Context: an optimization exercise on an open-source flow, tuned for small area and a short achievable clock period. The choices shown serve that exercise and are no tape-out recipe. Only simulation tests tie the RTL to the original design; equivalence was not proved.

### flow/design.v
module rca #(parameter W = 16) (
  input  wire [W-1:0] a,
  input  wire [W-1:0] b,
  input  wire         ci,
  output wire [W-1:0] s
);
  wire [W:0] c;
  assign c[0] = ci;
  genvar i;
  generate
    for (i = 0; i < W; i = i + 1) begin : bit_
      assign s[i]   = a[i] ^ b[i] ^ c[i];
      assign c[i+1] = (a[i] & b[i]) | (a[i] & c[i]) | (b[i] & c[i]);
    end
  endgenerate
endmodule
module tw_csa (
  input  wire [16:0] u,
  input  wire [17:0] v,
  input  wire        rm,
  input  wire [26:0] cst,
  output wire [15:0] z
);
  wire n1 = (u[16] & rm) ^ u[15];
  wire n2 = (u[16] & rm) & u[15];
  wire n3 = u[4] ^ v[3];
  wire n4 = u[4] & v[3];
  wire n5 = u[5] ^ v[4] ^ cst[8];
  wire n6 = (u[5] & v[4]) | (u[5] & cst[8]) | (v[4] & cst[8]);
  wire n7 = (u[6] & rm) ^ (u[3] & rm);
  wire n8 = ~(u[6] & rm) & ~(u[3] & rm);
  wire n9 = u[6] ^ v[5] ^ cst[9];
  wire n10 = (u[6] & v[5]) | (u[6] & cst[9]) | (v[5] & cst[9]);
  wire n11 = (u[7] & rm) ^ (u[4] & rm);
  wire n12 = ~(u[7] & rm) & ~(u[4] & rm);
  wire n13 = u[7] ^ v[6] ^ (v[0] & rm);
  wire n14 = (u[7] & v[6]) | (u[7] & (v[0] & rm)) | (v[6] & (v[0] & rm));
  wire n15 = ~cst[10] ^ (u[8] & rm) ^ (u[5] & rm);
  wire n16 = (~cst[10] & (u[8] & rm)) | (~cst[10] & (u[5] & rm)) | ((u[8] & rm) & (u[5] & rm));
  wire n17 = u[8] ^ u[0] ^ v[7];
  wire n18 = (u[8] & u[0]) | (u[8] & v[7]) | (u[0] & v[7]);
  wire n19 = (v[1] & rm) ^ cst[11] ^ ~(u[9] & rm);
  wire n20 = ((v[1] & rm) & cst[11]) | ((v[1] & rm) & ~(u[9] & rm)) | (cst[11] & ~(u[9] & rm));
  wire n21 = (u[6] & rm) ^ u[4];
  wire n22 = ~(u[6] & rm) & ~u[4];
  wire n23 = u[9] ^ u[1] ^ v[8];
  wire n24 = (u[9] & u[1]) | (u[9] & v[8]) | (u[1] & v[8]);
  wire n25 = (v[2] & rm) ^ cst[12] ^ ~(u[10] & rm);
  wire n26 = ((v[2] & rm) & cst[12]) | ((v[2] & rm) & ~(u[10] & rm)) | (cst[12] & ~(u[10] & rm));
  wire n27 = (u[7] & rm) ^ u[5] ^ v[4];
  wire n28 = ((u[7] & rm) & u[5]) | ((u[7] & rm) & v[4]) | (u[5] & v[4]);
  wire n29 = u[10] ^ u[2] ^ v[9];
  wire n30 = (u[10] & u[2]) | (u[10] & v[9]) | (u[2] & v[9]);
  wire n31 = (v[3] & rm) ^ cst[13] ^ ~(u[11] & rm);
  wire n32 = ((v[3] & rm) & cst[13]) | ((v[3] & rm) & ~(u[11] & rm)) | (cst[13] & ~(u[11] & rm));
  wire n33 = (u[8] & rm) ^ u[6] ^ v[5];
  wire n34 = ((u[8] & rm) & u[6]) | ((u[8] & rm) & v[5]) | (u[6] & v[5]);
  wire n35 = u[11] ^ u[3] ^ v[10];
  wire n36 = (u[11] & u[3]) | (u[11] & v[10]) | (u[3] & v[10]);
  wire n37 = (v[4] & rm) ^ cst[14] ^ ~(u[12] & rm);
  wire n38 = ((v[4] & rm) & cst[14]) | ((v[4] & rm) & ~(u[12] & rm)) | (cst[14] & ~(u[12] & rm));
  wire n39 = (u[9] & rm) ^ u[7] ^ v[6];
  wire n40 = ((u[9] & rm) & u[7]) | ((u[9] & rm) & v[6]) | (u[7] & v[6]);
  wire n41 = u[12] ^ u[4] ^ v[11];
  wire n42 = (u[12] & u[4]) | (u[12] & v[11]) | (u[4] & v[11]);
  wire n43 = (v[5] & rm) ^ cst[15] ^ ~(u[13] & rm);
  wire n44 = ((v[5] & rm) & cst[15]) | ((v[5] & rm) & ~(u[13] & rm)) | (cst[15] & ~(u[13] & rm));
  wire n45 = (u[10] & rm) ^ u[8] ^ v[7];
  wire n46 = ((u[10] & rm) & u[8]) | ((u[10] & rm) & v[7]) | (u[8] & v[7]);
  wire n47 = u[13] ^ u[5] ^ v[12];
  wire n48 = (u[13] & u[5]) | (u[13] & v[12]) | (u[5] & v[12]);
  wire n49 = (v[6] & rm) ^ cst[16] ^ ~(u[14] & rm);
  wire n50 = ((v[6] & rm) & cst[16]) | ((v[6] & rm) & ~(u[14] & rm)) | (cst[16] & ~(u[14] & rm));
  wire n51 = (u[11] & rm) ^ u[9] ^ v[8];
  wire n52 = ((u[11] & rm) & u[9]) | ((u[11] & rm) & v[8]) | (u[9] & v[8]);
  wire n53 = u[14] ^ u[6] ^ v[13];
  wire n54 = (u[14] & u[6]) | (u[14] & v[13]) | (u[6] & v[13]);
  wire n55 = (v[7] & rm) ^ cst[17] ^ ~(u[15] & rm);
  wire n56 = ((v[7] & rm) & cst[17]) | ((v[7] & rm) & ~(u[15] & rm)) | (cst[17] & ~(u[15] & rm));
  wire n57 = (u[12] & rm) ^ u[10] ^ v[9];
  wire n58 = ((u[12] & rm) & u[10]) | ((u[12] & rm) & v[9]) | (u[10] & v[9]);
  wire n59 = u[7] ^ v[14] ^ (v[8] & rm);
  wire n60 = (u[7] & v[14]) | (u[7] & (v[8] & rm)) | (v[14] & (v[8] & rm));
  wire n61 = cst[18] ^ n1 ^ ~(u[13] & rm);
  wire n62 = (cst[18] & n1) | (cst[18] & ~(u[13] & rm)) | (n1 & ~(u[13] & rm));
  wire n63 = u[11] ^ v[10] ^ ~1'b1;
  wire n64 = (u[11] & v[10]) | (u[11] & ~1'b1) | (v[10] & ~1'b1);
  wire n65 = u[8] ^ v[15] ^ (v[9] & rm);
  wire n66 = (u[8] & v[15]) | (u[8] & (v[9] & rm)) | (v[15] & (v[9] & rm));
  wire n67 = cst[19] ^ n2 ^ ~u[16];
  wire n68 = (cst[19] & n2) | (cst[19] & ~u[16]) | (n2 & ~u[16]);
  wire n69 = (u[14] & rm) ^ u[12] ^ v[11];
  wire n70 = ((u[14] & rm) & u[12]) | ((u[14] & rm) & v[11]) | (u[12] & v[11]);
  wire n71 = u[9] ^ v[16] ^ (v[10] & rm);
  wire n72 = (u[9] & v[16]) | (u[9] & (v[10] & rm)) | (v[16] & (v[10] & rm));
  wire n73 = ~cst[20] ^ (u[15] & rm) ^ u[13];
  wire n74 = (~cst[20] & (u[15] & rm)) | (~cst[20] & u[13]) | ((u[15] & rm) & u[13]);
  wire n75 = v[12] ^ 1'b1;
  wire n76 = ~v[12] & 1'b1;
  wire n77 = (u[16] & rm) ^ u[10] ^ (v[11] & rm);
  wire n78 = ((u[16] & rm) & u[10]) | ((u[16] & rm) & (v[11] & rm)) | (u[10] & (v[11] & rm));
  wire n79 = ~cst[21] ^ u[14] ^ v[17];
  wire n80 = (~cst[21] & u[14]) | (~cst[21] & v[17]) | (u[14] & v[17]);
  wire n81 = v[13] ^ 1'b1;
  wire n82 = ~v[13] & 1'b1;
  wire n83 = u[11] ^ (v[12] & rm) ^ cst[22];
  wire n84 = (u[11] & (v[12] & rm)) | (u[11] & cst[22]) | ((v[12] & rm) & cst[22]);
  wire n85 = u[2] ^ v[1] ^ cst[5];
  wire n86 = (u[2] & v[1]) | (u[2] & cst[5]) | (v[1] & cst[5]);
  wire n87 = u[3] ^ v[2] ^ cst[6];
  wire n88 = (u[3] & v[2]) | (u[3] & cst[6]) | (v[2] & cst[6]);
  wire n89 = cst[7] ^ n3 ^ ~(u[5] & rm);
  wire n90 = (cst[7] & n3) | (cst[7] & ~(u[5] & rm)) | (n3 & ~(u[5] & rm));
  wire n91 = (u[2] & rm) ^ u[0];
  wire n92 = ~(u[2] & rm) & ~u[0];
  wire n93 = n4 ^ n5 ^ n7;
  wire n94 = (n4 & n5) | (n4 & n7) | (n5 & n7);
  wire n95 = u[1] ^ v[0] ^ ~1'b1;
  wire n96 = (u[1] & v[0]) | (u[1] & ~1'b1) | (v[0] & ~1'b1);
  wire n97 = n6 ^ n8 ^ n9;
  wire n98 = (n6 & n8) | (n6 & n9) | (n8 & n9);
  wire n99 = ~n11 ^ u[2] ^ v[1];
  wire n100 = (~n11 & u[2]) | (~n11 & v[1]) | (u[2] & v[1]);
  wire n101 = n10 ^ n12 ^ n13;
  wire n102 = (n10 & n12) | (n10 & n13) | (n12 & n13);
  wire n103 = u[3] ^ v[2] ^ n15;
  wire n104 = (u[3] & v[2]) | (u[3] & n15) | (v[2] & n15);
  wire n105 = n14 ^ n17 ^ n19;
  wire n106 = (n14 & n17) | (n14 & n19) | (n17 & n19);
  wire n107 = ~n21 ^ v[3] ^ n16;
  wire n108 = (~n21 & v[3]) | (~n21 & n16) | (v[3] & n16);
  wire n109 = n18 ^ n20 ^ n22;
  wire n110 = (n18 & n20) | (n18 & n22) | (n20 & n22);
  wire n111 = n23 ^ n25 ^ ~n27;
  wire n112 = (n23 & n25) | (n23 & ~n27) | (n25 & ~n27);
  wire n113 = n24 ^ n26 ^ n29;
  wire n114 = (n24 & n26) | (n24 & n29) | (n26 & n29);
  wire n115 = ~n31 ^ n28 ^ n33;
  wire n116 = (~n31 & n28) | (~n31 & n33) | (n28 & n33);
  wire n117 = n30 ^ n32 ^ n35;
  wire n118 = (n30 & n32) | (n30 & n35) | (n32 & n35);
  wire n119 = ~n37 ^ n34 ^ n39;
  wire n120 = (~n37 & n34) | (~n37 & n39) | (n34 & n39);
  wire n121 = n36 ^ n38 ^ n41;
  wire n122 = (n36 & n38) | (n36 & n41) | (n38 & n41);
  wire n123 = ~n43 ^ n40 ^ n45;
  wire n124 = (~n43 & n40) | (~n43 & n45) | (n40 & n45);
  wire n125 = n42 ^ n44 ^ n47;
  wire n126 = (n42 & n44) | (n42 & n47) | (n44 & n47);
  wire n127 = ~n49 ^ n46 ^ n51;
  wire n128 = (~n49 & n46) | (~n49 & n51) | (n46 & n51);
  wire n129 = n48 ^ n50 ^ n53;
  wire n130 = (n48 & n50) | (n48 & n53) | (n50 & n53);
  wire n131 = ~n55 ^ n52 ^ n57;
  wire n132 = (~n55 & n52) | (~n55 & n57) | (n52 & n57);
  wire n133 = n54 ^ n56 ^ n59;
  wire n134 = (n54 & n56) | (n54 & n59) | (n56 & n59);
  wire n135 = ~n61 ^ n58 ^ n63;
  wire n136 = (~n61 & n58) | (~n61 & n63) | (n58 & n63);
  wire n137 = n60 ^ n62 ^ n65;
  wire n138 = (n60 & n62) | (n60 & n65) | (n62 & n65);
  wire n139 = ~n67 ^ n64 ^ n69;
  wire n140 = (~n67 & n64) | (~n67 & n69) | (n64 & n69);
  wire n141 = n66 ^ n68 ^ n71;
  wire n142 = (n66 & n68) | (n66 & n71) | (n68 & n71);
  wire n143 = n70 ^ n73 ^ n75;
  wire n144 = (n70 & n73) | (n70 & n75) | (n73 & n75);
  wire n145 = n72 ^ n76 ^ n77;
  wire n146 = (n72 & n76) | (n72 & n77) | (n76 & n77);
  wire n147 = n74 ^ n79 ^ n81;
  wire n148 = (n74 & n79) | (n74 & n81) | (n79 & n81);
  wire n149 = n78 ^ n82 ^ n83;
  wire n150 = (n78 & n82) | (n78 & n83) | (n82 & n83);
  wire n151 = u[15] ^ v[14] ^ n80;
  wire n152 = (u[15] & v[14]) | (u[15] & n80) | (v[14] & n80);
  wire n153 = u[16] ^ u[12] ^ (v[13] & rm);
  wire n154 = (u[16] & u[12]) | (u[16] & (v[13] & rm)) | (u[12] & (v[13] & rm));
  wire n155 = cst[23] ^ n84 ^ ~v[15];
  wire n156 = (cst[23] & n84) | (cst[23] & ~v[15]) | (n84 & ~v[15]);
  wire n157 = u[13] ^ (v[14] & rm) ^ cst[24];
  wire n158 = (u[13] & (v[14] & rm)) | (u[13] & cst[24]) | ((v[14] & rm) & cst[24]);
  wire n159 = v[16] ^ 1'b1;
  wire n160 = ~v[16] & 1'b1;
  wire n161 = u[14] ^ v[17] ^ (v[15] & rm);
  wire n162 = (u[14] & v[17]) | (u[14] & (v[15] & rm)) | (v[17] & (v[15] & rm));
  wire n163 = u[15] ^ (v[16] & rm);
  wire n164 = u[15] & (v[16] & rm);
  wire n165 = u[1] ^ v[0];
  wire n166 = u[1] & v[0];
  wire n167 = ~n85 ^ (u[3] & rm) ^ (u[0] & rm);
  wire n168 = (~n85 & (u[3] & rm)) | (~n85 & (u[0] & rm)) | ((u[3] & rm) & (u[0] & rm));
  wire n169 = n86 ^ n87 ^ ~(u[4] & rm);
  wire n170 = (n86 & n87) | (n86 & ~(u[4] & rm)) | (n87 & ~(u[4] & rm));
  wire n171 = n88 ^ n89 ^ n91;
  wire n172 = (n88 & n89) | (n88 & n91) | (n89 & n91);
  wire n173 = n90 ^ n92 ^ n93;
  wire n174 = (n90 & n92) | (n90 & n93) | (n92 & n93);
  wire n175 = n94 ^ n97 ^ ~n96;
  wire n176 = (n94 & n97) | (n94 & ~n96) | (n97 & ~n96);
  wire n177 = n98 ^ n101 ^ ~n100;
  wire n178 = (n98 & n101) | (n98 & ~n100) | (n101 & ~n100);
  wire n179 = n102 ^ n105 ^ ~n104;
  wire n180 = (n102 & n105) | (n102 & ~n104) | (n105 & ~n104);
  wire n181 = n106 ^ n109 ^ n111;
  wire n182 = (n106 & n109) | (n106 & n111) | (n109 & n111);
  wire n183 = n110 ^ n112 ^ n113;
  wire n184 = (n110 & n112) | (n110 & n113) | (n112 & n113);
  wire n185 = n114 ^ n117 ^ ~n116;
  wire n186 = (n114 & n117) | (n114 & ~n116) | (n117 & ~n116);
  wire n187 = n118 ^ n121 ^ ~n120;
  wire n188 = (n118 & n121) | (n118 & ~n120) | (n121 & ~n120);
  wire n189 = n122 ^ n125 ^ ~n124;
  wire n190 = (n122 & n125) | (n122 & ~n124) | (n125 & ~n124);
  wire n191 = n126 ^ n129 ^ ~n128;
  wire n192 = (n126 & n129) | (n126 & ~n128) | (n129 & ~n128);
  wire n193 = n130 ^ n133 ^ ~n132;
  wire n194 = (n130 & n133) | (n130 & ~n132) | (n133 & ~n132);
  wire n195 = n134 ^ n137 ^ ~n136;
  wire n196 = (n134 & n137) | (n134 & ~n136) | (n137 & ~n136);
  wire n197 = n138 ^ n141 ^ ~n140;
  wire n198 = (n138 & n141) | (n138 & ~n140) | (n141 & ~n140);
  wire n199 = n142 ^ n145 ^ ~n144;
  wire n200 = (n142 & n145) | (n142 & ~n144) | (n145 & ~n144);
  wire n201 = n146 ^ n149 ^ ~n148;
  wire n202 = (n146 & n149) | (n146 & ~n148) | (n149 & ~n148);
  wire n203 = n150 ^ n153 ^ n155;
  wire n204 = (n150 & n153) | (n150 & n155) | (n153 & n155);
  wire n205 = n154 ^ n156 ^ n157;
  wire n206 = (n154 & n156) | (n154 & n157) | (n156 & n157);
  wire n207 = cst[25] ^ n158 ^ n160;
  wire n208 = (cst[25] & n158) | (cst[25] & n160) | (n158 & n160);
  wire n209 = cst[26] ^ n162 ^ n163;
  wire n210 = (cst[26] & n162) | (cst[26] & n163) | (n162 & n163);
  wire n211 = cst[2] ^ (u[0] & rm);
  wire n212 = cst[2] & ~(u[0] & rm);
  wire n213 = u[0] ^ cst[3] ^ ~(u[1] & rm);
  wire n214 = (u[0] & cst[3]) | (u[0] & ~(u[1] & rm)) | (cst[3] & ~(u[1] & rm));
  wire n215 = cst[4] ^ n165 ^ ~(u[2] & rm);
  wire n216 = (cst[4] & n165) | (cst[4] & ~(u[2] & rm)) | (n165 & ~(u[2] & rm));
  wire n217 = n166 ^ ~n167 ^ 1'b1;
  wire n218 = (n166 & ~n167) | (n166 & 1'b1) | (~n167 & 1'b1);
  wire n219 = ~n169 ^ (u[1] & rm) ^ n168;
  wire n220 = (~n169 & (u[1] & rm)) | (~n169 & n168) | ((u[1] & rm) & n168);
  wire n221 = n170 ^ n171 ^ 1'b1;
  wire n222 = (n170 & n171) | (n170 & 1'b1) | (n171 & 1'b1);
  wire n223 = n172 ^ n173 ^ ~n95;
  wire n224 = (n172 & n173) | (n172 & ~n95) | (n173 & ~n95);
  wire n225 = n174 ^ n175 ^ ~n99;
  wire n226 = (n174 & n175) | (n174 & ~n99) | (n175 & ~n99);
  wire n227 = n176 ^ n177 ^ ~n103;
  wire n228 = (n176 & n177) | (n176 & ~n103) | (n177 & ~n103);
  wire n229 = n178 ^ n179 ^ ~n107;
  wire n230 = (n178 & n179) | (n178 & ~n107) | (n179 & ~n107);
  wire n231 = n180 ^ n181 ^ ~n108;
  wire n232 = (n180 & n181) | (n180 & ~n108) | (n181 & ~n108);
  wire n233 = n182 ^ n183 ^ ~n115;
  wire n234 = (n182 & n183) | (n182 & ~n115) | (n183 & ~n115);
  wire n235 = n184 ^ n185 ^ ~n119;
  wire n236 = (n184 & n185) | (n184 & ~n119) | (n185 & ~n119);
  wire n237 = n186 ^ n187 ^ ~n123;
  wire n238 = (n186 & n187) | (n186 & ~n123) | (n187 & ~n123);
  wire n239 = n188 ^ n189 ^ ~n127;
  wire n240 = (n188 & n189) | (n188 & ~n127) | (n189 & ~n127);
  wire n241 = n190 ^ n191 ^ ~n131;
  wire n242 = (n190 & n191) | (n190 & ~n131) | (n191 & ~n131);
  wire n243 = n192 ^ n193 ^ ~n135;
  wire n244 = (n192 & n193) | (n192 & ~n135) | (n193 & ~n135);
  wire n245 = n194 ^ n195 ^ ~n139;
  wire n246 = (n194 & n195) | (n194 & ~n139) | (n195 & ~n139);
  wire n247 = n196 ^ n197 ^ ~n143;
  wire n248 = (n196 & n197) | (n196 & ~n143) | (n197 & ~n143);
  wire n249 = n198 ^ n199 ^ ~n147;
  wire n250 = (n198 & n199) | (n198 & ~n147) | (n199 & ~n147);
  wire n251 = n200 ^ n201 ^ ~n151;
  wire n252 = (n200 & n201) | (n200 & ~n151) | (n201 & ~n151);
  wire n253 = n202 ^ n203 ^ ~n152;
  wire n254 = (n202 & n203) | (n202 & ~n152) | (n203 & ~n152);
  wire n255 = n204 ^ n205 ^ ~n159;
  wire n256 = (n204 & n205) | (n204 & ~n159) | (n205 & ~n159);
  wire n257 = n161 ^ n206 ^ n207;
  wire n258 = (n161 & n206) | (n161 & n207) | (n206 & n207);
  wire n259 = n208 ^ n209 ^ 1'b1;
  wire n260 = (n208 & n209) | (n208 & 1'b1) | (n209 & 1'b1);
  wire n261 = 1'b1 ^ n211;
  wire n262 = 1'b1 & ~n211;
  wire n263 = n212 ^ n213 ^ n262;
  wire n264 = (n212 & n213) | (n212 & n262) | (n213 & n262);
  wire n265 = n214 ^ n215 ^ n264;
  wire n266 = (n214 & n215) | (n214 & n264) | (n215 & n264);
  wire n267 = n216 ^ n217 ^ n266;
  wire n268 = (n216 & n217) | (n216 & n266) | (n217 & n266);
  wire n269 = n218 ^ ~n219 ^ n268;
  wire n270 = (n218 & ~n219) | (n218 & n268) | (~n219 & n268);
  wire n271 = ~n220 ^ n221 ^ n270;
  wire n272 = (~n220 & n221) | (~n220 & n270) | (n221 & n270);
  wire n273 = n222 ^ n223 ^ n272;
  wire n274 = (n222 & n223) | (n222 & n272) | (n223 & n272);
  wire n275 = n224 ^ n225 ^ n274;
  wire n276 = (n224 & n225) | (n224 & n274) | (n225 & n274);
  wire n277 = n226 ^ n227 ^ n276;
  wire n278 = (n226 & n227) | (n226 & n276) | (n227 & n276);
  wire n279 = n228 ^ n229 ^ n278;
  wire n280 = (n228 & n229) | (n228 & n278) | (n229 & n278);
  wire n281 = n230 ^ n231 ^ n280;
  wire n282 = (n230 & n231) | (n230 & n280) | (n231 & n280);
  wire n283 = n232 ^ n233 ^ n282;
  wire n284 = (n232 & n233) | (n232 & n282) | (n233 & n282);
  wire n285 = n234 ^ n235 ^ n284;
  wire n286 = (n234 & n235) | (n234 & n284) | (n235 & n284);
  wire n287 = n236 ^ n237 ^ n286;
  wire n288 = (n236 & n237) | (n236 & n286) | (n237 & n286);
  wire n289 = n238 ^ n239 ^ n288;
  wire n290 = (n238 & n239) | (n238 & n288) | (n239 & n288);
  wire n291 = n240 ^ n241 ^ n290;
  wire n292 = (n240 & n241) | (n240 & n290) | (n241 & n290);
  wire n293 = n242 ^ n243 ^ n292;
  wire n294 = (n242 & n243) | (n242 & n292) | (n243 & n292);
  wire n295 = n244 ^ n245 ^ n294;
  wire n296 = (n244 & n245) | (n244 & n294) | (n245 & n294);
  wire n297 = n246 ^ n247 ^ n296;
  wire n298 = (n246 & n247) | (n246 & n296) | (n247 & n296);
  wire n299 = n248 ^ n249 ^ n298;
  wire n300 = (n248 & n249) | (n248 & n298) | (n249 & n298);
  wire n301 = n250 ^ n251 ^ n300;
  wire n302 = (n250 & n251) | (n250 & n300) | (n251 & n300);
  wire n303 = n252 ^ n253 ^ n302;
  wire n304 = (n252 & n253) | (n252 & n302) | (n253 & n302);
  wire n305 = n254 ^ n255 ^ n304;
  wire n306 = (n254 & n255) | (n254 & n304) | (n255 & n304);
  wire n307 = n256 ^ n257 ^ n306;
  wire n308 = (n256 & n257) | (n256 & n306) | (n257 & n306);
  wire n309 = n258 ^ n259 ^ n308;
  wire n310 = (n258 & n259) | (n258 & n308) | (n259 & n308);
  assign z = {n309, n307, n305, n303, n301, n299, n297, n295, n293, n291, n289, n287, n285, n283, n281, n279};
endmodule
module tw_prep (
  input  wire [15:0] ar, ai,
  input  wire        w1, w3, w9, w2, w6,
  output wire [16:0] y0, y1,
  output wire        od_p, od_n, os_p, os_n
);
  wire [16:0] xr = {ar[15], ar}, xi = {ai[15], ai};
  wire [16:0] ts, g;
  rca #(17) u_ts (.a(xr), .b(xi), .ci(1'b0), .s(ts));    
  rca #(17) u_g  (.a(xi), .b(~xr), .ci(1'b0), .s(g));    
  assign od_p = g[16] & ~g[15];     
  assign od_n = ~g[16] & g[15];     
  assign os_p = ~ts[16] & ts[15];   
  assign os_n = ts[16] & ~ts[15];   
  assign y0 = w3 ? xi : w9 ? ~xr : w2 ? ts : w6 ? g : xr;
  assign y1 = w3 ? xr : w9 ? ~xi : w2 ? g : w6 ? ~ts : xi;
endmodule
module tw_mul (
  input  wire [16:0] y0, y1,
  input  wire        w1, w3, w9, w2, w6,
  input  wire        od_p, od_n, os_p, os_n,
  output wire [15:0] zr, zi
);
  wire rm = w1 | w3 | w9;
  wire [26:0] kr = w9 ? 27'd2676 : w6 ? 27'd1448 : 27'd0;
  wire [26:0] ki = w1 ? 27'd784 : (w3 | w9) ? 27'd1892 : (w2 | w6) ? 27'd1448 : 27'd0;
  wire [26:0] br = w1 ? 27'd1892 : w3 ? 27'd784 : w9 ? -27'd1892 : w2 ? 27'd1448 : w6 ? -27'd1448 : 27'd0;
  wire [26:0] bi = w1 ? -27'd784 : w3 ? -27'd1892 : w9 ? 27'd784 : (w2 | w6) ? -27'd1448 : 27'd0;
  wire [26:0] cr = kr + (od_p ? -(br << 16) : od_n ? (br << 16) : 27'd0);
  wire [26:0] ci = ki + (os_p ? -(bi << 16) : os_n ? (bi << 16) : 27'd0);
  wire [16:0] ui = y1 ^ {17{w3}};
  wire [16:0] vi = y0 ^ {17{~w3}};
  tw_csa u_re (.u(y0), .v(rm ? {y1[16], y1} : {y0, 1'b0}), .rm(rm), .cst(cr), .z(zr));
  tw_csa u_im (.u(ui), .v(rm ? {vi[16], vi} : {y1, 1'b0}), .rm(rm), .cst(ci), .z(zi));
endmodule
module FFT_TOB (
  input  wire signed [15:0] Input_re,
  input  wire signed [15:0] Input_Im,
  input  wire               cordic_Valid,
  input  wire               clk,
  input  wire               rst,
  output wire signed [15:0] Output_FFT_Re,
  output wire signed [15:0] Output_FFT_Im,
  output wire               Data_Valid
);
  reg [3:0] p;
  reg       dv;
  always @(posedge clk or negedge rst)
    if (!rst) begin
      p  <= 4'd0;
      dv <= 1'b0;
    end else begin
      if (cordic_Valid) p <= p + 4'd1;
      if (p == 4'd14)   dv <= 1'b1;
    end
  assign Data_Valid = dv;
  wire p3 = p[3], p2 = p[2], p1 = p[1], p0 = p[0];
  wire first = (p == 4'd0);
  wire last  = (p == 4'd15);
  reg [127:0] d1r, d1i;    
  reg [63:0]  d2r, d2i;    
  reg [31:0]  d3r, d3i;    
  reg [15:0]  d4r, d4i;    
  reg [15:0]  zr, zi;      
  reg [16:0]  y0, y1;      
  reg         yw1, yw3, yw9, yw2, yw6, yw4, yodp, yodn, yosp, yosn;
  reg [15:0]  ar, ai;      
  reg [15:0]  br, bi;      
  wire [15:0] xr = Input_re, xi = Input_Im;
  wire [15:0] r1r = d1r[127:112], r1i = d1i[127:112];
  wire [15:0] r2r = d2r[63:48],   r2i = d2i[63:48];
  wire [15:0] r3r = d3r[31:16],   r3i = d3i[31:16];
  wire [15:0] r4r = d4r,          r4i = d4i;
  wire [15:0] a1r, a1i, b1r, b1i;
  rca u_a1r (.a(r1r), .b(xr),  .ci(1'b0), .s(a1r));
  rca u_a1i (.a(r1i), .b(xi),  .ci(1'b0), .s(a1i));
  rca u_b1r (.a(r1r), .b(~xr), .ci(1'b1), .s(b1r));
  rca u_b1i (.a(r1i), .b(~xi), .ci(1'b1), .s(b1i));
  wire [15:0] s1r = p3 ? a1r : r1r;
  wire [15:0] s1i = p3 ? a1i : r1i;
  wire [15:0] w1r = p3 ? b1r : xr;
  wire [15:0] w1i = p3 ? b1i : xi;
  wire c2 = ~p3 & p2;
  wire [15:0] b2r, b2i, a2r, a2i;
  rca u_b2r (.a(r2r), .b(~(c2 ? r1i : s1r)),      .ci(1'b1), .s(b2r));
  rca u_b2i (.a(r2i), .b(c2 ? r1r : ~s1i),        .ci(~c2),  .s(b2i));
  wire [15:0] w2r = p2 ? b2r : s1r;
  wire [15:0] w2i = p2 ? b2i : s1i;
  rca u_a2r (.a(r2r), .b(s1r), .ci(1'b0), .s(a2r));
  rca u_a2i (.a(r2i), .b(s1i), .ci(1'b0), .s(a2i));
  wire [3:0]  q   = p + 4'd2;
  wire [15:0] t2r = d2r[31:16], t2i = d2i[31:16];
  wire [15:0] t1r = d1r[95:80], t1i = d1i[95:80];
  wire        qsw = ~q[3] & q[2];
  wire [15:0] yr, yi;
  rca u_yr (.a(t2r), .b(qsw ? t1i : 16'd0),  .ci(1'b0), .s(yr));
  rca u_yi (.a(t2i), .b(qsw ? ~t1r : 16'd0), .ci(qsw), .s(yi));
  wire qw1 = (q == 4'd5);
  wire qw3 = (q == 4'd7) | (q == 4'd9);
  wire qw9 = (q == 4'd11);
  wire qw2 = (q == 4'd1) | (q == 4'd6);
  wire qw6 = (q == 4'd3) | (q == 4'd10);
  wire qw4 = (q == 4'd2);
  wire [16:0] py0, py1;
  wire        podp, podn, posp, posn;
  tw_prep u_prep (.ar(yr), .ai(yi), .w1(qw1), .w3(qw3), .w9(qw9), .w2(qw2), .w6(qw6),
                  .y0(py0), .y1(py1), .od_p(podp), .od_n(podn), .os_p(posp), .os_n(posn));
  wire [15:0] er, ei;
  tw_mul u_mul (.y0(y0), .y1(y1), .w1(yw1), .w3(yw3), .w9(yw9), .w2(yw2), .w6(yw6),
                .od_p(yodp), .od_n(yodn), .os_p(yosp), .os_n(yosn), .zr(er), .zi(ei));
  wire ymul = yw1 | yw3 | yw9 | yw2 | yw6;
  wire [15:0] ny0;
  rca u_ny0 (.a(~y0[15:0]), .b(16'd0), .ci(1'b1), .s(ny0));
  wire        x3  = p3 & p2;
  wire [15:0] mr  = x3 ? a2r : zr;
  wire [15:0] mi  = x3 ? a2i : zi;
  wire [15:0] b3r, b3i;
  rca u_b3r (.a(r3r), .b(~mr), .ci(1'b1), .s(b3r));
  rca u_b3i (.a(r3i), .b(~mi), .ci(1'b1), .s(b3i));
  wire [15:0] w3r = p1 ? b3r : mr;
  wire [15:0] w3i = p1 ? b3i : mi;
  wire c5 = p0 & ~p1;
  wire [15:0] s3r, s3i, a3r, a3i, o4r, o4i, e4r, e4i, sumr, sumi, a8r, a8i;
  rca u_a3r (.a(r3r), .b(zr), .ci(1'b0), .s(a3r));
  rca u_a3i (.a(r3i), .b(zi), .ci(1'b0), .s(a3i));
  wire [15:0] s3or = p1 ? a3r : r3r;
  wire [15:0] s3oi = p1 ? a3i : r3i;
  rca u_e4r (.a(r4r), .b(c5 ? r3i : a3r),  .ci(1'b0), .s(e4r));
  rca u_e4i (.a(r4i), .b(c5 ? ~r3r : a3i), .ci(c5),   .s(e4i));
  assign o4r = p0 ? e4r : r4r;
  assign o4i = p0 ? e4i : r4i;
  out_add u_or (.acc(first ? 16'd0 : ar), .x(xr), .o(o4r), .last(last), .sum(sumr), .y(Output_FFT_Re));
  out_add u_oi (.acc(first ? 16'd0 : ai), .x(xi), .o(o4i), .last(last), .sum(sumi), .y(Output_FFT_Im));
  wire [15:0] i4r = c5 ? r3i : a3r;
  wire [15:0] b4r, b4i;
  rca u_b4r (.a(r4r), .b(~i4r), .ci(1'b1), .s(b4r));
  rca u_b4i (.a(r4i), .b(c5 ? r3r : ~a3i), .ci(~c5), .s(b4i));
  rca u_a8r (.a(first ? 16'd0 : br), .b(xr ^ {16{p0}}), .ci(p0), .s(a8r));
  rca u_a8i (.a(first ? 16'd0 : bi), .b(xi ^ {16{p0}}), .ci(p0), .s(a8i));
  wire [15:0] w4r = last ? a8r : p0 ? b4r : s3or;
  wire [15:0] w4i = last ? a8i : p0 ? b4i : s3oi;
  always @(posedge clk) begin
    d1r <= {d1r[111:0], w1r};  d1i <= {d1i[111:0], w1i};
    d2r <= {d2r[47:0],  w2r};  d2i <= {d2i[47:0],  w2i};
    d3r <= {d3r[15:0],  w3r};  d3i <= {d3i[15:0],  w3i};
    d4r <= w4r;                d4i <= w4i;
    y0  <= py0;                y1  <= py1;
    yw1 <= qw1; yw3 <= qw3; yw9 <= qw9; yw2 <= qw2; yw6 <= qw6; yw4 <= qw4;
    yodp <= podp; yodn <= podn; yosp <= posp; yosn <= posn;
    zr  <= ymul ? er : yw4 ? y1[15:0] : y0[15:0];
    zi  <= ymul ? ei : yw4 ? ny0 : y1[15:0];
    ar  <= sumr;               ai  <= sumi;
    br  <= a8r;                bi  <= a8i;
  end
endmodule
module out_add (
  input  wire [15:0] acc,
  input  wire [15:0] x,
  input  wire [15:0] o,
  input  wire        last,
  output wire [15:0] sum,
  output wire [15:0] y
);
  assign sum = acc + x;
  assign y   = last ? sum : o;
endmodule
### flow/flow/run.sh
#!/bin/bash
cp standard.sh standard_sh_copy.log
echo "export BUFFER_PORTS_ARGS = -buffer_cell sky130_fd_sc_hd__buf_2" >> config.mk
echo "export SETUP_SLACK_MARGIN = 13.9" >> config.mk
bash standard.sh > standard.log 2>&1
### flow/standard.sh
#!/bin/bash
# synth_recipe.tcl (not shown) runs the flow's synth.tcl, then flattens the netlist and writes it again
# the make line also repeats each setting of config.mk as NAME=value (left out here)
make -C /OpenROAD-flow-scripts/flow DESIGN_CONFIG=/design/flow/config.mk WORK_HOME=/design/flow/orfs CLKGATE_MAP_FILE= SYNTH_SCRIPT=/design/flow/synth_recipe.tcl "${@:-finish}"
### flow/config.mk
export PLATFORM = sky130hd
export DESIGN_NAME = FFT_TOB
export DESIGN_NICKNAME = FFT_TOB
export VERILOG_FILES = /design/flow/design.v
export SDC_FILE = /design/flow/constraint.sdc
export NUM_CORES = 4
export LEC_CHECK = 0
export CAP_MARGIN = 20
export CORE_MARGIN = 2
export CORE_UTILIZATION = 40
export CTS_BUF_LIST = sky130_fd_sc_hd__clkbuf_8 sky130_fd_sc_hd__clkbuf_16
export CTS_CLUSTER_DIAMETER = 120
export CTS_CLUSTER_SIZE = 25
export GPL_ROUTABILITY_DRIVEN = 0
export SLEW_MARGIN = 20
export BUFFER_PORTS_ARGS = -buffer_cell sky130_fd_sc_hd__buf_2
export SETUP_SLACK_MARGIN = 13.9
### flow/constraint.sdc
create_clock -name core_clock -period 27.0 [get_ports {clk}]
set_input_delay 5.4000 -clock core_clock [delete_from_list [all_inputs] [get_ports {clk}]]
set_output_delay 5.4000 -clock core_clock [all_outputs]
set_load 0.01 [all_outputs]
==> results of run 1 <==
-- cell type report --
cell class | count | area, sq um
Tap cell | 1186 | 1480
Fill cell | 8746 | 51600
Inverter | 587 | 2200
Clock buffer | 28 | 701
Clock inverter | 4 | 27.5
Antenna cell | 1 | 2.50
Sequential cell | 625 | 12600
Timing Repair Buffer | 118 | 785
Multi-Input combinational cell | 2182 | 22000
-- cells by family (layout without fill, tap and decap cells) --
kind of cell | after synthesis | count (layout) | share of synthesized area
buffers and inverters | 732 | 737 | 0.0752
adder cells (fa/ha/maj) | 657 | 657 | 0.335
AND/OR/NAND/NOR | 630 | 630 | 0.0733
flip-flops | 625 | 625 | 0.341
AO/OA/AOI/OAI | 590 | 590 | 0.0964
multiplexers | 154 | 154 | 0.0428
XOR/XNOR | 151 | 151 | 0.0364
other | 0 | 1 | 0
-- cells in the mapped netlist (4+ instances only) --
| library cell | n |
|---|---|
| buf_1 | 21 |
| fa_1 | 550 |
| a21o_1 | 40 |
| o21a_1 | 10 |
| o22ai_1 | 6 |
| nor3_1 | 9 |
| dfxtp_1 | 620 |
| a211oi_1 | 16 |
| mux2_2 | 26 |
| a22oi_1 | 7 |
| nand2b_1 | 34 |
| o211ai_1 | 35 |
| ha_1 | 106 |
| nor2b_1 | 9 |
| or3_1 | 6 |
| xnor2_1 | 96 |
| nand3_1 | 9 |
| and3_1 | 11 |
| a2111oi_0 | 18 |
| a31oi_1 | 9 |
| o21bai_1 | 5 |
| buf_2 | 12 |
| o2111ai_1 | 4 |
| and2_1 | 45 |
| xor2_1 | 54 |
| dfrtp_1 | 5 |
| o21ai_0 | 188 |
| inv_1 | 586 |
| nand2_1 | 274 |
| nor2_1 | 220 |
| mux2i_1 | 128 |
| a21oi_1 | 199 |
| clkbuf_1 | 110 |
| a221oi_1 | 18 |
-- through the flow --
stage,hold WS [ns],instance area (sq um),instances,setup slack [ns]
after global routing,0.336,39700,4730,13.63
after floorplan,0.310,36900,3539,13.90
final,0.323,39700,4731,13.88
after global placement,0.310,38300,4674,13.36
after detailed placement,0.312,38300,4674,13.34
after CTS,0.326,39500,4726,13.83
-- worst max-delay path by stage --
stage,startpoint,end,slack [ns],depth (start not counted)
3_5_place_dp,d3i[16]$_DFF_P_,Output_FFT_Im[15],13.34,23
6_report,d3i[16]$_DFF_P_,Output_FFT_Im[15],13.88,23
3_3_place_gp,d3i[16]$_DFF_P_,Output_FFT_Im[15],13.36,23
4_1_cts,d3i[16]$_DFF_P_,Output_FFT_Im[15],13.83,23
2_1_floorplan,d3i[16]$_DFF_P_,Output_FFT_Im[15],13.90,22
5_1_grt,zi[0]$_DFF_P_,Output_FFT_Im[15],13.63,24
-- registers in the layout (all words and copies together), names as in the netlist, 4 cells and up --
register	cells
ar	16
zr	16
d2i	64
y0	17
zi	16
y1	17
p	4
d3r	32
bi	16
br	16
d4r	16
d3i	32
d4i	16
ai	16
d2r	64
d1i	128
d1r	128
-- routing by layer --
metal  global-route usage  up-vias
li1                     -    11100
met1                0.277    11700
met2                0.321      430
met3               0.0167       75
met4               0.0338        0
met5                    0        -
-- timing repair --
| action | 4_1_cts | 5_1_grt |
|---|---|---|
| endpoints found under the setup margin | 11 | 11 |
| hold endpoints to repair | 0 | 0 |
| pin swaps | 35 | 40 |
| setup buffers | 20 | 4 |
| resized for setup | 103 | 36 |
-- critical path: stages, from the launching register on --
cell and delay (ns):
dfxtp_2 0.35, ha_4 0.16, fa_2 0.58, nor2_2 0.05
a21oi_2 0.14, inv_2 0.06, fa_2 0.39, fa_2 0.37
fa_2 0.37, fa_2 0.37, fa_2 0.37, fa_2 0.37
fa_2 0.37, fa_2 0.37, fa_2 0.36, fa_2 0.34
fa_2 0.35, fa_2 0.35, fa_2 0.35, fa_1 0.38
xor2_1 0.21, a21oi_2 0.10, a21o_1 0.21, buf_2 0.14
-- cells in the final DEF (no fill, tap or decap), types with 4 or more instances in the layout --
master,Yosys,routed
ha_1,106,97
a21oi_2,2,9
buf_4,1,56
a211oi_1,16,15
nand2b_1,34,33
o22ai_1,6,6
fa_2,0,53
nor3_1,9,9
buf_2,12,57
nor2_1,220,218
and3_1,11,10
nor2b_1,9,9
mux2i_2,0,7
inv_2,1,8
o21ai_0,188,182
o21ai_2,2,6
a31oi_1,9,8
mux2i_1,128,120
a2111oi_0,18,18
and2_1,45,45
a21oi_1,199,190
dfxtp_2,0,7
mux2_2,26,26
a22oi_1,7,7
xor2_1,54,53
dfxtp_1,620,613
o211ai_1,35,35
ha_4,0,9
clkbuf_16,0,28
a221oi_1,18,18
nand2_1,274,271
o2111ai_1,4,4
xnor2_1,96,94
o21bai_1,5,5
a21o_1,40,40
inv_1,586,582
fa_1,550,497
or3_1,6,6
o21a_1,10,10
nand3_1,9,8
==> results_tabular.tex, run 1 <==
\begin{tabular}{lr}
\hline
Metric & Value \\
\hline
\multicolumn{2}{l}{\textbf{Setup path}} \\
CP arrival & 7.72 ns \\
RR Endpoint & zr[15]\$\_DFF\_P\_ \\
Startpoint of the worst-slack reg-to-reg timing path & yw3\$\_DFF\_P\_ \\
Type of element launching the critical path & register \\
Worst endpoint required time & $\sim$22 ns \\
Capturing element type of the critical path & primary output \\
Worst R2R Setup Slack & 14.99 ns \\
Worst Setup Path Type & register to primary output \\
Count of cells along the worst register-to-register path & 40 \\
Biggest fanout along the worst timing path & 3 \\
\multicolumn{2}{l}{\textbf{Yosys}} \\
Number of flops mapped to enable cells by yosys & 0 \\
Share of async-settable or async-resettable flops after synthesis & 0.00800 \\
Distinct cell type count of the synthesized netlist & 70 \\
Most instantiated flip-flop cell in the synthesis netlist & dfxtp\_1 \\
Leading cell types by total area after synthesis & dfxtp\_1 (34\%), fa\_1 (30\%), inv\_1 (6.0\%) \\
YS warnings & 1 \\
Proportion of synthesized chip area in sequential cells & 0.341 \\
Top cell type's share of synthesized area & 0.337 \\
Post-Syn Area per Cell & 10.4 sq um \\
Cell type contributing the most total cell area after synthesis & dfxtp\_1 \\
Flops \& latches, synth & 625 \\
Net count after synthesis & 4230 \\
Post-synthesis instance total & 3539 \\
Post-synthesis cell area & 0.0368 sq mm \\
\multicolumn{2}{l}{\textbf{GRT}} \\
Via count of the first global-routing pass & 23800 \\
Overall track demand over capacity in global routing & 0.193 \\
Final global-route overflow total & 0 \\
First-pass GRT wire length & $\sim$140000 um \\
Number of antenna violations at the first check in global routing & 1 \\
Maximum number of pins on one net before global-route repair & 76 \\
\multicolumn{2}{l}{\textbf{Timing}} \\
Final total negative setup slack & 0 ns \\
Worst Tran Pin Value & between 1 and 1.5 ns \\
Setup repair after global routing missed its margin & yes \\
Final hold violation count & 0 \\
Max-slew violations & 0 \\
Ratio of final minimum period to clock period & 0.486 \\
Worst clock skew on the final layout & approximately 0.045 ns \\
Relative slew margins & 0.282 \\
FMAX & 76.2 MHz \\
Final setup violation count & 0 \\
Min Clock Period, post-route & 13.12 ns \\
\multicolumn{2}{l}{\textbf{Final layout}} \\
Share of post-route cells with drive strength above 1 & 0.0872 \\
Utilization after layout & 0.435 \\
Final Net Count & 4233 \\
Area Overhead vs Synth & 7.96\% \\
\multicolumn{2}{l}{\textbf{Floorplanning}} \\
FP Rows & 111 \\
Die ar. & 0.0945 sq mm \\
Initial standard-cell utilization of the core & 0.403 \\
Die height & about 300 um \\
Die Width & around 300 um \\
\# IOs & $\sim$70 \\
CORE AREA & 0.0914 sq mm \\
\multicolumn{2}{l}{\textbf{Drt}} \\
Average detailed-routed wire length per instance & approximately 19 um \\
Final routed DRC violation total & 0 \\
Top Metal Used & met4 \\
Routed wl met3 & between 3000 and 4000 um \\
Vias per std cell & about 4.9 \\
Overall via count from detail\_route & 23300 \\
Violation count after the first detailed-routing iteration & 1564 \\
First-pass detailed-route iteration total & 5 \\
Wl on met1 & roughly 41000 um \\
Count of nets left with antenna violations after detail routing & 0 \\
Wirelength, routed & 88500 um \\
Wire length on met2 & between 40000 and 50000 um \\
\multicolumn{2}{l}{\textbf{Clock network}} \\
Clock net sink count & 625 \\
Number of buffers added by the clock tree synthesis step & 28 \\
Later-pin clock latency in the skew report & roughly 0.63 ns \\
Clock transition at the registers of the reported paths & 0.10 ns \\
Clock root buffer & clkbuf\_16 \\
Clock tree from TritonCTS & yes \\
Max H-tree Level & 1 \\
Hold-fix buffer count after cts & 0 \\
Maximum count of clock buffers along a single path & 3 \\
\multicolumn{2}{l}{\textbf{Run}} \\
Max-capacitance violation count & 0 \\
\multicolumn{2}{l}{\textbf{Hold path}} \\
Hold Crit Class & register to register \\
Origin of the worst min-delay path & d1i[76]\$\_DFF\_P\_ \\
Worst hold path depth & 0 \\
End point of the most critical hold path & d1i[92]\$\_DFF\_P\_ \\
\multicolumn{2}{l}{\textbf{Placed design}} \\
Detailed-placement wirelength estimate & 71200 um \\
Quantity of I/O buffers inserted on ports & 67 \\
\multicolumn{2}{l}{\textbf{Status}} \\
Outcome & finished clean \\
\hline
\end{tabular}
==> inputs of run 2 (changes only) <==
--- a/flow/config.mk
+++ b/flow/config.mk
@@ -11,7 +11,7 @@
 export CTS_BUF_LIST = sky130_fd_sc_hd__clkbuf_8 sky130_fd_sc_hd__clkbuf_16
 export CTS_CLUSTER_DIAMETER = 120
 export CTS_CLUSTER_SIZE = 25
-export GPL_ROUTABILITY_DRIVEN = 0
+export GPL_TIMING_DRIVEN = 0
 export SLEW_MARGIN = 20
 export BUFFER_PORTS_ARGS = -buffer_cell sky130_fd_sc_hd__buf_2
 export SETUP_SLACK_MARGIN = 13.9
==> run 2 against run 1 <==
Utilization rose by 0.56 points. Highest routed layer is now met5. Critical endpoint is now Output_FFT_Im[14]. First-iteration DRC count rose by 9.3%.
==> results_tabular.tex, run 2 <==
\begin{tabular}{lr}
\hline
Metric & Value \\
\hline
\multicolumn{2}{l}{\textbf{Final layout}} \\
Number of filler instances in the final layout & between 8000 and 9000 \\
Final Net Count & 4359 \\
Leading cell type in the layout, fill and taps excluded & dfxtp\_1 \\
Area Overhead vs Synth & 9.36\% \\
Leading registers by flop count & d1i x128, d1r x128 \\
Share of post-route cells with drive strength above 1 & 0.0825 \\
Area of all placed cells without fillers & 0.0403 sq mm \\
Utilization after layout & 0.441 \\
Highest-count cells in the layout ignoring fill and taps & dfxtp\_1 (614), inv\_1 (583), fa\_1 (494), nand2\_1 (274), nor2\_1 (218) \\
Number of inserted diodes & 0 \\
\multicolumn{2}{l}{\textbf{GRT}} \\
Final global-route overflow total & 0 \\
Overall track demand over capacity in global routing & 0.224 \\
Via count of the first global-routing pass & approximately 26000 \\
Maximum number of pins on one net before global-route repair & 27 \\
First-pass GRT wire length & 157000 um \\
Number of antenna violations at the first check in global routing & 4 \\
\multicolumn{2}{l}{\textbf{Setup path}} \\
CP arrival & 7.98 ns \\
Biggest fanout along the worst timing path & 8 \\
Worst endpoint required time & approximately 22 ns \\
Worst Setup Path Type & register to primary output \\
Type of element launching the critical path & register \\
Capturing element type of the critical path & primary output \\
Count of cells along the worst register-to-register path & 39 \\
\multicolumn{2}{l}{\textbf{Clock network}} \\
Max H-tree Level & 1 \\
Clock transition at the registers of the reported paths & 0.11 ns \\
Later-pin clock latency in the skew report & about 0.65 ns \\
Maximum count of clock buffers along a single path & 3 \\
Clock root buffer & clkbuf\_16 \\
Clock net sink count & 625 \\
Number of buffers added by the clock tree synthesis step & 29 \\
Clock tree from TritonCTS & yes \\
\multicolumn{2}{l}{\textbf{Timing}} \\
Final setup slack of the worst path & 13.62 ns \\
Max-slew violations & 0 \\
Worst Tran Pin Value & 0.918 ns \\
FMAX & roughly 75 MHz \\
Relative slew margins & 0.384 \\
Min Clock Period, post-route & 13.38 ns \\
Final setup violation count & 0 \\
Setup repair after global routing missed its margin & yes \\
Ratio of final minimum period to clock period & 0.496 \\
Final total negative setup slack & 0 ns \\
Worst clock skew on the final layout & 0.0298 ns \\
Final hold violation count & 0 \\
\multicolumn{2}{l}{\textbf{Placed design}} \\
Quantity of I/O buffers inserted on ports & 67 \\
Post-detailed-placement cell area & a little under 0.04 sq mm \\
Detailed-placement wirelength estimate & 86000 um \\
Post-placement setup slack & 12.89 ns \\
Global placer's final weighted congestion & 0.944 \\
\multicolumn{2}{l}{\textbf{Yosys}} \\
Top cell type's share of synthesized area & 0.337 \\
Synth cell count leaders & dfxtp\_1 (620), inv\_1 (586), fa\_1 (550) \\
Proportion of synthesized chip area in sequential cells & 0.341 \\
Net count after synthesis & 4230 \\
Most instantiated flip-flop cell in the synthesis netlist & dfxtp\_1 \\
Post-Syn Area per Cell & around 10 sq um \\
Flops \& latches, synth & 625 \\
YS warnings & 1 \\
Cell with the most instances after synthesis & dfxtp\_1 \\
Share of async-settable or async-resettable flops after synthesis & 0.00800 \\
Number of flops mapped to enable cells by yosys & 0 \\
Post-synthesis cell area & 0.0368 sq mm \\
Post-synthesis instance total & 3539 \\
Distinct cell type count of the synthesized netlist & 70 \\
Cell type contributing the most total cell area after synthesis & dfxtp\_1 \\
Leading cell types by total area after synthesis & dfxtp\_1 (34\%), fa\_1 (30\%), inv\_1 (6.0\%) \\
\multicolumn{2}{l}{\textbf{Drt}} \\
Average detailed-routed wire length per instance & around 21 um \\
First-pass detailed-route iteration total & 6 \\
Wirelength, routed & 104000 um \\
Violation count after the first detailed-routing iteration & 1709 \\
Vias per std cell & 5.07 \\
Overall via count from detail\_route & 24600 \\
Count of nets left with antenna violations after detail routing & 0 \\
Final routed DRC violation total & 0 \\
\multicolumn{2}{l}{\textbf{Floorplanning}} \\
Initial standard-cell utilization of the core & 0.403 \\
FP Rows & $\sim$110 \\
\# IOs & 68 \\
CORE AREA & 0.0914 sq mm \\
Die height & 307 um \\
Die Width & 307 um \\
Die ar. & $\sim$0.094 sq mm \\
\multicolumn{2}{l}{\textbf{Hold path}} \\
Hold Crit Class & register to register \\
Worst hold path depth & 0 \\
\multicolumn{2}{l}{\textbf{Status}} \\
Outcome & finished clean \\
\multicolumn{2}{l}{\textbf{Run}} \\
Max-capacitance violation count & 0 \\
\hline
\end{tabular}
run 2: kinds of logic (layout without fill, tap and decap cells):
family,count (synthesis),count (layout),synth area share
flip-flops,625,625,0.341
XOR/XNOR,151,151,0.0364
adder cells (fa/ha/maj),657,657,0.335
buffers and inverters,732,865,0.0752
AND/OR/NAND/NOR,630,630,0.0733
multiplexers,154,154,0.0428
AO/OA/AOI/OAI,590,590,0.0964
run 2: path summary, 6_finish.rpt:
check,from,end,slack (ns)
worst max-delay path,p[1]$_DFFE_PN0P_,Output_FFT_Im[14],13.62
worst min-delay path,d2i[2]$_DFF_P_,d2i[18]$_DFF_P_,0.31
worst max register to register,yw9$_DFF_P_,zr[15]$_DFF_P_,14.60
worst min register to register,d2i[2]$_DFF_P_,d2i[18]$_DFF_P_,0.31
max in group asynchronous,rst,p[0]$_DFFE_PN0P_,22.31
min in group asynchronous,rst,p[3]$_DFFE_PN0P_,4.55
run 2: metal layers:
layer	up-vias	track usage	routed length (um)
met5	-	0	18
met4	2	0.0600	3070
met3	146	0.0462	7180
met2	729	0.373	49300
met1	12400	0.296	44200
li1	11300	-	-
run 2: through the flow:
step | hold slack, ns | instances
finish | 0.313 | 4858
global route | 0.320 | 4858
CTS | 0.312 | 4852
detailed placement | 0.312 | 4792
global placement | 0.310 | 4792
floorplan | 0.310 | 3539
run 2: timing repair:
| action | in CTS | in global routing |
|---|---|---|
| setup buffers | 25 | 6 |
| setup endpoints to repair | 13 | 18 |
| hold buffers | 0 | 0 |
| gates resized for setup | 103 | 44 |
| pin swaps | 19 | 15 |
run 2: area by class of cell:
type | instances | area [sq um] | area share
Multi-Input combinational cell | 2182 | 22000 | 0.546
Sequential cell | 625 | 12500 | 0.312
Inverter | 587 | 2210 | 0.0548
Tap cell | 1186 | 1480 | 0.0369
Clock buffer | 29 | 726 | 0.0180
Buffer | 145 | 656 | 0.0163
Timing Repair Buffer | 98 | 613 | 0.0152
Clock inverter | 6 | 57.6 | 0.00143
run 2: worst max-delay path, stage by stage, from the launching register on:
cell	delay, ns
dfrtp_2	0.41
inv_2	0.06
buf_8	0.12
clkbuf_16	0.14
ha_4	0.16
buf_12	0.12
buf_12	0.13
mux2_4	0.21
ha_4	0.13
a21oi_2	0.04
fa_2	0.37
fa_2	0.37
fa_2	0.37
fa_2	0.38
fa_2	0.38
fa_2	0.37
fa_2	0.37
fa_2	0.37
fa_2	0.36
fa_2	0.35
fa_2	0.35
fa_2	0.36
fa_2	0.36
fa_2	0.53
nand2_1	0.05
o211ai_1	0.18
o31ai_1	0.13
buf_2	0.17
==> inputs of run 3 (changes only) <==
--- a/flow/config.mk
+++ b/flow/config.mk
@@ -11,7 +11,6 @@
 export CTS_BUF_LIST = sky130_fd_sc_hd__clkbuf_8 sky130_fd_sc_hd__clkbuf_16
 export CTS_CLUSTER_DIAMETER = 120
 export CTS_CLUSTER_SIZE = 25
-export GPL_TIMING_DRIVEN = 0
 export SLEW_MARGIN = 20
 export BUFFER_PORTS_ARGS = -buffer_cell sky130_fd_sc_hd__buf_2
 export SETUP_SLACK_MARGIN = 13.9
==> run 3 against run 2 <==
Still clean on timing, DRC and antenna. Area after synthesis unchanged. Global-route usage decreased by 3.1 points. Cell count decreased by 2.6%. Worst hold slack improved by 0.011 ns. Maximum frequency increased by 2.0%. Utilization decreased by 0.56 points. Sequential share of layout area increased by 0.43 points. Highest routed layer is now met4.
==> results_tabular.tex, run 3 <==
\begin{tabular}{lr}
\hline
Metric & Value \\
\hline
\multicolumn{2}{l}{\textbf{Setup path}} \\
Worst Setup Path Type & register to primary output \\
Capturing element type of the critical path & primary output \\
Type of element launching the critical path & register \\
Biggest fanout along the worst timing path & 3 \\
Worst setup path startpoint & d3i[16]\$\_DFF\_P\_ \\
Startpoint of the worst-slack reg-to-reg timing path & yw3\$\_DFF\_P\_ \\
CP arrival & 7.72 ns \\
Worst endpoint required time & 21.60 ns \\
\multicolumn{2}{l}{\textbf{GRT}} \\
Highest-utilization routing layer at the global route stage & met2 \\
Via count of the first global-routing pass & 23800 \\
Maximum number of pins on one net before global-route repair & 76 \\
GR Layer Usage met3 & 0.0167 \\
First-pass GRT wire length & roughly 140000 um \\
Final global-route overflow total & 0 \\
GR met1 Demand/Resource & 0.277 \\
Met2 track utilization from global routing & 0.321 \\
Number of antenna violations at the first check in global routing & 1 \\
Overall track demand over capacity in global routing & 0.193 \\
\multicolumn{2}{l}{\textbf{Clock network}} \\
Clock root buffer & clkbuf\_16 \\
Later-pin clock latency in the skew report & 0.63 ns \\
Number of buffers added by the clock tree synthesis step & 28 \\
Clock tree from TritonCTS & yes \\
Hold-fix buffer count after cts & 0 \\
Clock net sink count & 625 \\
Clock transition at the registers of the reported paths & 0.10 ns \\
Maximum count of clock buffers along a single path & 3 \\
Max H-tree Level & 1 \\
\multicolumn{2}{l}{\textbf{Timing}} \\
Relative slew margins & 0.282 \\
Worst Tran Pin Value & 1.07 ns \\
Max-slew violations & 0 \\
Ratio of final minimum period to clock period & 0.486 \\
Final total negative setup slack & 0 ns \\
Setup repair after global routing missed its margin & yes \\
Worst clock skew on the final layout & $\sim$0.045 ns \\
Min Clock Period, post-route & 13.12 ns \\
Final setup slack of the worst path & between 10 and 15 ns \\
FMAX & 76.2 MHz \\
Final setup violation count & 0 \\
Final hold violation count & 0 \\
\multicolumn{2}{l}{\textbf{Yosys}} \\
Post-Syn Area per Cell & around 10 sq um \\
YS warnings & 1 \\
Net count after synthesis & 4230 \\
Top cell type's share of synthesized area & 0.337 \\
Cell type contributing the most total cell area after synthesis & dfxtp\_1 \\
Number of flops mapped to enable cells by yosys & 0 \\
Cell with the most instances after synthesis & dfxtp\_1 \\
Synth cell count leaders & dfxtp\_1 (620), inv\_1 (586), fa\_1 (550) \\
Most instantiated flip-flop cell in the synthesis netlist & dfxtp\_1 \\
Leading cell types by total area after synthesis & dfxtp\_1 (34\%), fa\_1 (30\%), inv\_1 (6.0\%) \\
Share of async-settable or async-resettable flops after synthesis & 0.00800 \\
Post-synthesis instance total & 3539 \\
Flops \& latches, synth & 625 \\
Proportion of synthesized chip area in sequential cells & 0.341 \\
Distinct cell type count of the synthesized netlist & 70 \\
Post-synthesis cell area & between 0.03 and 0.04 sq mm \\
\multicolumn{2}{l}{\textbf{Final layout}} \\
Final Net Count & about 4200 \\
Share of post-route cells with drive strength above 1 & 0.0872 \\
Area Overhead vs Synth & 7.96\% \\
Leading registers by flop count & d1i x128, d1r x128 \\
Highest-count cells in the layout ignoring fill and taps & dfxtp\_1 (613), inv\_1 (582), fa\_1 (497), nand2\_1 (271), nor2\_1 (218) \\
Leading cell type in the layout, fill and taps excluded & dfxtp\_1 \\
\multicolumn{2}{l}{\textbf{Floorplanning}} \\
\# IOs & 68 \\
CORE AREA & 0.0914 sq mm \\
Initial standard-cell utilization of the core & 0.403 \\
Die ar. & between 0.09 and 0.1 sq mm \\
FP Rows & about 110 \\
Die Width & 307 um \\
Die height & 307 um \\
\multicolumn{2}{l}{\textbf{Drt}} \\
Count of nets left with antenna violations after detail routing & 0 \\
Violation count after the first detailed-routing iteration & roughly 1600 \\
Final routed DRC violation total & 0 \\
First-pass detailed-route iteration total & 5 \\
Overall via count from detail\_route & 23300 \\
Vias per std cell & 4.92 \\
Average detailed-routed wire length per instance & 18.7 um \\
Wirelength, routed & between 80000 and 90000 um \\
\multicolumn{2}{l}{\textbf{Placed design}} \\
Post-placement setup slack & 13.34 ns \\
Detailed-placement wirelength estimate & 71200 um \\
Quantity of I/O buffers inserted on ports & 67 \\
Global placer's final weighted congestion & 0.880 \\
\multicolumn{2}{l}{\textbf{Hold path}} \\
Hold Crit Class & register to register \\
Origin of the worst min-delay path & d1i[76]\$\_DFF\_P\_ \\
\multicolumn{2}{l}{\textbf{Run}} \\
Max-capacitance violation count & 0 \\
\multicolumn{2}{l}{\textbf{Status}} \\
Outcome & finished clean \\
\hline
\end{tabular}
run 3: worst paths after layout:
path | slack (ns) | endpoint | cells past startpoint
worst min register to register | 0.32 | d1i[92]$_DFF_P_ | 0
max in group asynchronous | 22.19 | p[3]$_DFFE_PN0P_ | 1
worst max-delay path | 13.88 | Output_FFT_Im[15] | 23
worst min-delay path | 0.32 | d1i[92]$_DFF_P_ | 0
worst max register to register | 14.99 | zr[15]$_DFF_P_ | 40
min in group asynchronous | 4.59 | dv$_DFFE_PN0N_ | 1
run 3: area by class of cell:
type | instances | area, sq um
antenna | 1 | 2.50
clock buffer | 28 | 701
clock inverter | 4 | 27.5
fill | 8746 | 51600
inverter | 587 | 2200
multi-input combinational | 2182 | 22000
sequential | 625 | 12600
tap | 1186 | 1480
timing repair buffer | 118 | 785
run 3: cells by family after synthesis:
group / share of synthesized area
simple gates: 0.0733
fa+ha+maj: 0.335
buf+inv: 0.0752
flops: 0.341
xor+xnor: 0.0364
mux: 0.0428
compound gates: 0.0964
run 3: timing repair:
| action | in CTS | in global routing |
|---|---|---|
| pin swaps | 35 | 40 |
| gates resized for setup | 103 | 36 |
| setup endpoints to repair | 11 | 11 |
| gates cloned | 0 | 0 |
| buffers inserted | 20 | 4 |
run 3: worst max-delay path, cell delays in order, from the launching register on:
cell and delay [ns]:
dfxtp_2 0.35, ha_4 0.16, fa_2 0.58, nor2_2 0.05
a21oi_2 0.14, inv_2 0.06, fa_2 0.39, fa_2 0.37
fa_2 0.37, fa_2 0.37, fa_2 0.37, fa_2 0.37
fa_2 0.37, fa_2 0.37, fa_2 0.36, fa_2 0.34
fa_2 0.35, fa_2 0.35, fa_2 0.35, fa_1 0.38
xor2_1 0.21, a21oi_2 0.10, a21o_1 0.21, buf_2 0.14
run 3: routing by layer:
metal | vias up | part of all wire
met4 | 0 | 0.019
met5 | - | 0
met1 | 11700 | 0.47
li1 | 11100 | -
met3 | 75 | 0.036
met2 | 430 | 0.48
run 3: stage by stage:
stage	instance area, sq um	instances	util	hold slack (ns)
2_1_floorplan	36900	3539	-	0.310
3_3_place_gp	38300	4674	0.419	0.310
3_5_place_dp	38300	4674	0.419	0.312
4_1_cts	39500	4726	0.433	0.326
5_1_grt	39700	4730	0.435	0.336
6_report	39700	4731	0.435	0.323

[separate check: timing with driven ports]
The results above use ideal ports. As a check the final layouts listed here were re-extracted and re-timed, cells and wires unchanged. Step 1, drivers: a clkbuf_16 drives clk and a buf_2 each remaining input, both assumed. Step 2 also shifts input and output timing later by t, the mid clock arrival at the registers, as if the neighbouring blocks saw the same clock. a / b / c = ideal ports / drivers / drivers and shift; a / b = the first two.
run | t, ns | setup WS [ns] | worst register clock-pin slew, ns
run 1 | 0.674 | 13.881 / 13.812 / 13.519 | 0.12 / 0.12
run 2 | 0.692 | 13.617 / 13.555 / 13.607 | 0.12 / 0.12
run 3 | 0.674 | 13.881 / 13.812 / 13.519 | 0.12 / 0.12
After both steps setup and hold are still met in every run listed.
